What follows belongs to an exercise in optimizing a design on an open flow for small area; a production flow would make more cautious choices. The RTL was checked by simulation tests, not by an equivalence proof against the original design. Power and IR drop assume default switching activity.

==> module fifo_pair, before the edit <==
module fifo_pair (
    input        clk,
    input        rst,
    input        push,
    input  [7:0] wdata,
    input        pop,
    output       rx_empty,
    output       rx_full,
    output       tx_empty,
    output       tx_full,
    output [7:0] tx_head
);
    reg [3:0] n_rx, n_tx, rp, wp;
    reg       pend;
    reg [127:0] r;       
    assign rx_empty = (n_rx == 4'd0);
    assign rx_full  = n_rx[3];
    assign tx_empty = (n_tx == 4'd0);
    assign tx_full  = n_tx[3];
    wire do_push = push & ~rx_full;
    wire do_pop  = pop & ~tx_empty;
    wire move    = ~rx_empty & ~tx_full;
    wire we = (do_push & (wp == 4'd15)) | (pend & (wp == 4'd0));
    always @(posedge clk)
        r <= {r[119:0], we ? wdata : r[127:120]};
    always @(posedge clk, posedge rst) begin
        if (rst) begin
            n_rx <= 4'd0;
            n_tx <= 4'd0;
            rp   <= 4'd0;
            wp   <= 4'd0;
            pend <= 1'b0;
        end else begin
            n_rx <= n_rx + {3'b000, do_push} - {3'b000, move};
            n_tx <= n_tx + {3'b000, move} - {3'b000, do_pop};
            rp   <= rp + {2'b00, do_pop, ~do_pop};
            wp   <= wp + {2'b00, do_push, ~do_push};
            pend <= (do_push & (wp != 4'd15)) | (pend & (wp != 4'd0));
        end
    end
    assign tx_head = (pend && n_rx == 4'd0 && n_tx == 4'd1) ? wdata : r[{rp, 3'b000} +: 8];
endmodule
Settings: LEC_CHECK=0, CAP_MARGIN=20, CORE_MARGIN=2, CORE_UTILIZATION=70, PLACE_DENSITY=0.8, SLEW_MARGIN=20; clock period 120.0 ns.
standard.sh (not shown) runs the stock make flow with config.mk's settings and CLKGATE_MAP_FILE= SYNTH_SCRIPT=/design/flow/synth_recipe.tcl, a recipe that flattens the netlist after the stock synthesis.
==> flow/flow/run.sh <==
#!/bin/bash
# Standard synthesis, then an area-oriented re-mapping of the combinational
# logic (registers are kept exactly as the standard synthesis made them), then
# the standard layout steps with smaller port buffers and a clock tree
# without dummy loads.
set -euo pipefail
R=orfs/results/$FLOW_PLATFORM/counter10000_TOP/base
export BUFFER_PORTS_ARGS="-buffer_cell sky130_fd_sc_hd__buf_1"
export CTS_ARGS="$(cat flow/cts_args.txt)"

bash standard.sh synth > std_synth.log 2>&1
cp $R/1_2_yosys.v synth_standard.v

LIB=$FLOW_HOME/platforms/$FLOW_PLATFORM/lib/sky130_fd_sc_hd__tt_025C_1v80.lib
REOPT_LIB=$LIB REOPT_IN=synth_standard.v REOPT_OUT=synth_area.v REOPT_SCRIPT=flow/area.abc \
  yosys -c flow/reopt.tcl > reopt.log 2>&1
cp synth_area.v $R/1_2_yosys.v

bash standard.sh finish > std_finish.log 2>&1
==> flow/flow/area.abc <==
strash
&get -n
&deepsyn -T 60
&put
strash
dch -f
amap
mfs2
strash
dch -f
amap
==> flow/flow/cts_args.txt <==
-sink_clustering_enable -repair_clock_nets -dont_use_dummy_load -buf_list sky130_fd_sc_hd__clkbuf_4 -sink_clustering_size 10 -sink_clustering_max_diameter 50
==> flow/flow/reopt.tcl <==
yosys -import
if {[info exists ::env(REOPT_LIB)]} {set lib $::env(REOPT_LIB)} else {set lib /OpenROAD-flow-scripts/flow/platforms/sky130hd/lib/sky130_fd_sc_hd__tt_025C_1v80.lib}
set in $::env(REOPT_IN)
set out $::env(REOPT_OUT)
set script $::env(REOPT_SCRIPT)
set dont_use {}
set fh [open $lib r]
while {[gets $fh line] >= 0} {
  if {[regexp {^\s*cell\s*\(\s*"?([A-Za-z0-9_]+)"?\s*\)} $line -> c]} {
    if {[regexp {lpflow|probe} $c]} { lappend dont_use -dont_use $c }
  }
}
close $fh
read_liberty -ignore_miss_func $lib
read_verilog $in
hierarchy -top $::env(FLOW_TOP)
# sequential cells and tie cells are kept as they are
foreach m [split [string trim [tee -q -s result.string select -list-mod *]] "\n"] {
  if {[regexp {^\\?sky130_fd_sc_hd__(df|edf|sdf|dl|conb)} $m]} {
    setattr -mod -set blackbox 1 $m
  }
}
tee -o $out.before stat -liberty $lib
flatten
opt_clean -purge
abc -liberty $lib {*}$dont_use -script $script
opt_clean -purge
hilomap -singleton -hicell sky130_fd_sc_hd__conb_1 HI -locell sky130_fd_sc_hd__conb_1 LO
splitnets
opt_clean -purge
tee -o $out.after stat -liberty $lib
write_verilog -noattr -nohex -nodec $out
design -reset
read_liberty -lib $lib
read_verilog $out
hierarchy -top $::env(FLOW_TOP)
tee -o $out.check check -assert -mapped
==> next run, changes <==
--- a/flow/design.v
+++ b/flow/design.v
@@ -234,7 +234,7 @@
             pend <= (do_push & (wp != 4'd15)) | (pend & (wp != 4'd0));
         end
     end
-    assign tx_head = (pend && n_rx == 4'd0 && n_tx == 4'd1) ? wdata : r[{rp, 3'b000} +: 8];
+    assign tx_head = (pend && rp == wp - 4'd1) ? wdata : r[{rp, 3'b000} +: 8];
 endmodule
 module bcd_digit (
     input            clk,
Core utilization is higher by 0.40 points.
Count of clock-buffer cells in the layout stays the same.
Power goes up by 0.36%.
Via count goes up by 3.4%.
Setup slack gets worse by 0.15 ns.
Flip-flop and latch count stays the same.
Clock skew went up by 0.013 ns.
Die area came out higher by 1.5%.
Design area goes up by 1.4%.
Area after synthesis went up by 1.6%.
Sequential power is about the same.
Worst hold slack got worse by 0.019 ns.
Non-clock buffer count fell by 1.
Global-route usage stays flat.

---

counter10000_TOP, a different RTL version from the one above (not shown whole).
Size: ~8100 um^2 of cells after synthesis.
==> flow/config.mk <==
export PLATFORM = sky130hd
export DESIGN_NAME = counter10000_TOP
export DESIGN_NICKNAME = counter10000_TOP
export VERILOG_FILES = /design/flow/design.v
export SDC_FILE = /design/flow/constraint.sdc
export NUM_CORES = 4
export LEC_CHECK = 0
export CAP_MARGIN = 20
export CORE_MARGIN = 2
export CORE_UTILIZATION = 70
export PLACE_DENSITY = 0.8
export SLEW_MARGIN = 20
==> flow/constraint.sdc <==
create_clock -name core_clock -period 120.0 [get_ports {clk}]
set_input_delay 24.0000 -clock core_clock [delete_from_list [all_inputs] [get_ports {clk}]]
set_output_delay 24.0000 -clock core_clock [all_outputs]
set_load 0.01 [all_outputs]
==> flow/flow/run.sh <==
#!/bin/bash
# Standard synthesis, then an area-oriented re-mapping of the combinational
# logic (registers are kept exactly as the standard synthesis made them; the
# smallest of a few ABC runs with different seeds is kept), then the standard
# layout steps with smaller port buffers and a clock tree without dummy loads.
set -euo pipefail
R=orfs/results/$FLOW_PLATFORM/counter10000_TOP/base
export BUFFER_PORTS_ARGS="-buffer_cell sky130_fd_sc_hd__buf_1"
export CTS_ARGS="$(cat flow/cts_args.txt)"

bash standard.sh synth > std_synth.log 2>&1
cp $R/1_2_yosys.v synth_standard.v

LIB=$FLOW_HOME/platforms/$FLOW_PLATFORM/lib/sky130_fd_sc_hd__tt_025C_1v80.lib
for S in 0 1 2 3; do
  sed "s/&deepsyn -T 60/\&deepsyn -T 60 -S $S/" flow/area.abc > area_$S.abc
  REOPT_LIB=$LIB REOPT_IN=synth_standard.v REOPT_OUT=synth_area_$S.v REOPT_SCRIPT=area_$S.abc \
    yosys -c flow/reopt.tcl > reopt_$S.log 2>&1 &
done
wait
best=""
best_area=""
for S in 0 1 2 3; do
  if [[ -s synth_area_$S.v ]] && grep -q "Found and reported 0 problems" synth_area_$S.v.check; then
    a=$(grep "Chip area for module" synth_area_$S.v.after | awk '{print $NF}')
    echo "seed $S: area $a" >> reopt_choice.log
    if [[ -z "$best" ]] || awk -v a="$a" -v b="$best_area" 'BEGIN{exit !(a < b)}'; then
      best=$S; best_area=$a
    fi
  fi
done
echo "kept seed $best ($best_area)" >> reopt_choice.log
cp synth_area_$best.v $R/1_2_yosys.v

bash standard.sh finish > std_finish.log 2>&1
Scripts as last shown in full above: flow/flow/area.abc, flow/flow/cts_args.txt, flow/flow/reopt.tcl
==> next run, changes <==
--- a/flow/design.v
+++ b/flow/design.v
@@ -35,25 +35,26 @@
     reg       rx_done;
     reg [7:0] rx_c;
     reg [7:0] rx_sh;
     wire      rx_end = btick & rx_c[7] & rx_c[4] & (rx_c[2:0] == 3'd7);    
     always @(posedge clk, posedge rst) begin
         if (rst)
             rx_act <= 1'b0;
         else if (!rx_act)
             rx_act <= ~rx;
         else if (rx_end)
             rx_act <= 1'b0;
     end
-    always @(*) rx_done = ~rx_act & rx_c[7];
+    always @(posedge clk)
+        rx_done <= rx_act & rx_end;
     always @(posedge clk) begin
         if (!rx_act)
             rx_c <= 8'd0;
         else if (btick)
             rx_c <= rx_c + 8'd1;
         if (rx_act && btick && rx_c[3:0] == 4'd7 && rx_c[7:4] != 4'd0 && rx_c[7:4] != 4'd9)
             rx_sh <= {rx, rx_sh[7:1]};
     end
     wire [7:0] txf_head;
     wire       rxf_empty, rxf_full, txf_empty, txf_full;
     reg        tx_busy;
     fifo_pair U_FIFOS (
@@ -121,38 +122,36 @@
             mode   <= 1'b0;
             clear  <= 1'b0;
         end else if (cu_cmd) begin
             cu_cmd <= 1'b0;
             clear  <= 1'b0;
         end else begin
             cu_cmd <= c_en | c_clr | c_md;
             clear  <= c_clr;
             if (c_en) run  <= ~run;
             if (c_md) mode <= ~mode;
         end
     end
-    localparam [9:0] T_FIRST = 10'd113;
-    reg [9:0] ts;
+    reg [9:0] tcnt;
     reg       ctick;
-    wire      tterm = (ts[8:0] == 9'b000111000);
-    always @(posedge clk, posedge rst) begin
-        if (rst) begin
-            ts    <= T_FIRST;
+    always @(posedge clk, posedge rst) begin
+        if (rst) begin
+            tcnt  <= 0;
             ctick <= 1'b0;
         end else if (clear) begin
-            ts    <= T_FIRST;
+            tcnt  <= 0;
             ctick <= 1'b0;
         end else if (run) begin
-            ctick <= tterm;
-            ts    <= {ts[8:0], (ts[2] ^ ts[9]) | tterm};
+            ctick <= (tcnt == 10'd999);
+            tcnt  <= (tcnt == 10'd999) ? 10'd0 : tcnt + 10'd1;
         end
     end
     wire [3:0] d0, d1, d2, d3;
     wire c0, c1, c2, c3;
     wire up = ~mode;
     bcd_digit D0 (.clk(clk), .rst(rst), .clr(clear), .t(ctick), .u(up), .q(d0), .term(c0));
     bcd_digit D1 (.clk(clk), .rst(rst), .clr(clear), .t(ctick & c0), .u(up), .q(d1), .term(c1));
     bcd_digit D2 (.clk(clk), .rst(rst), .clr(clear), .t(ctick & c0 & c1), .u(up), .q(d2), .term(c2));
     bcd_digit D3 (.clk(clk), .rst(rst), .clr(clear), .t(ctick & c0 & c1 & c2), .u(up), .q(d3), .term(c3));
     reg [1:0] sel;
     always @(posedge clk, posedge rst) begin
         if (rst) sel <= 2'd0;
@@ -198,48 +197,49 @@
 module fifo_pair (
     input        clk,
     input        rst,
     input        push,
     input  [7:0] wdata,
     input        pop,
     output       rx_empty,
     output       rx_full,
     output       tx_empty,
     output       tx_full,
     output [7:0] tx_head
 );
-    reg [3:0] n_rx, n_tx, rp;
+    reg [3:0] n_rx, n_tx, rp, wp;
     reg       pend;
-    wire [3:0] wp = rp + n_tx + n_rx;
     reg [127:0] r;       
     assign rx_empty = (n_rx == 4'd0);
     assign rx_full  = n_rx[3];
     assign tx_empty = (n_tx == 4'd0);
     assign tx_full  = n_tx[3];
     wire do_push = push & ~rx_full;
     wire do_pop  = pop & ~tx_empty;
     wire move    = ~rx_empty & ~tx_full;
     wire we = (do_push & (wp == 4'd15)) | (pend & (wp == 4'd0));
     always @(posedge clk)
         r <= {r[119:0], we ? wdata : r[127:120]};
     always @(posedge clk, posedge rst) begin
         if (rst) begin
             n_rx <= 4'd0;
             n_tx <= 4'd0;
             rp   <= 4'd0;
+            wp   <= 4'd0;
             pend <= 1'b0;
         end else begin
             n_rx <= n_rx + {3'b000, do_push} - {3'b000, move};
             n_tx <= n_tx + {3'b000, move} - {3'b000, do_pop};
             rp   <= rp + {2'b00, do_pop, ~do_pop};
+            wp   <= wp + {2'b00, do_push, ~do_push};
             pend <= (do_push & (wp != 4'd15)) | (pend & (wp != 4'd0));
         end
     end
     assign tx_head = (pend && n_rx == 4'd0 && n_tx == 4'd1) ? wdata : r[{rp, 3'b000} +: 8];
 endmodule
 module bcd_digit (
     input            clk,
     input            rst,
     input            clr,
     input            t,
     input            u,
     output reg [3:0] q,
Result: Design area went up by 0.31%; die area goes up by 0.31%; global-route usage came out lower by 1.3 points; utilization rises by 0.23 points; clock skew fell by 0.021 ns; area after synthesis went up by 0.32%; worst setup slack is worse by 0.13 ns; synthesized cell count is lower by 2.2%; critical path depth is unchanged; wire length shrinks by 4.1%.

port drivers added, routing unchanged:
The results above use ideal ports. As a check the final layouts listed here were re-extracted and re-timed, cells and wires unchanged. Step 1: set_driving_cell puts a clkbuf_16 on clk and a buf_2 on each other input, an assumption about the parent block. Step 2 times the ports against the registers' clock, not the clock port: input delays grow and output delays shrink by t, the midpoint of the rising clock arrivals with the driver on. a / b / c = ideal / step 1 / step 2; a / b = the first two.
run	t (ns)	slack for setup (ns)	worst register clock-pin slew, ns
the first run of note 1	0.644	93.356 / 93.323 / 93.967	0.12 / 0.12
the second run of note 1	0.655	93.202 / 93.166 / 93.821	0.12 / 0.12
the first run of note 2	0.655	93.487 / 93.451 / 94.107	0.12 / 0.12
the second run of note 2	0.644	93.356 / 93.323 / 93.967	0.12 / 0.12
After both steps every run listed still meets setup and hold.
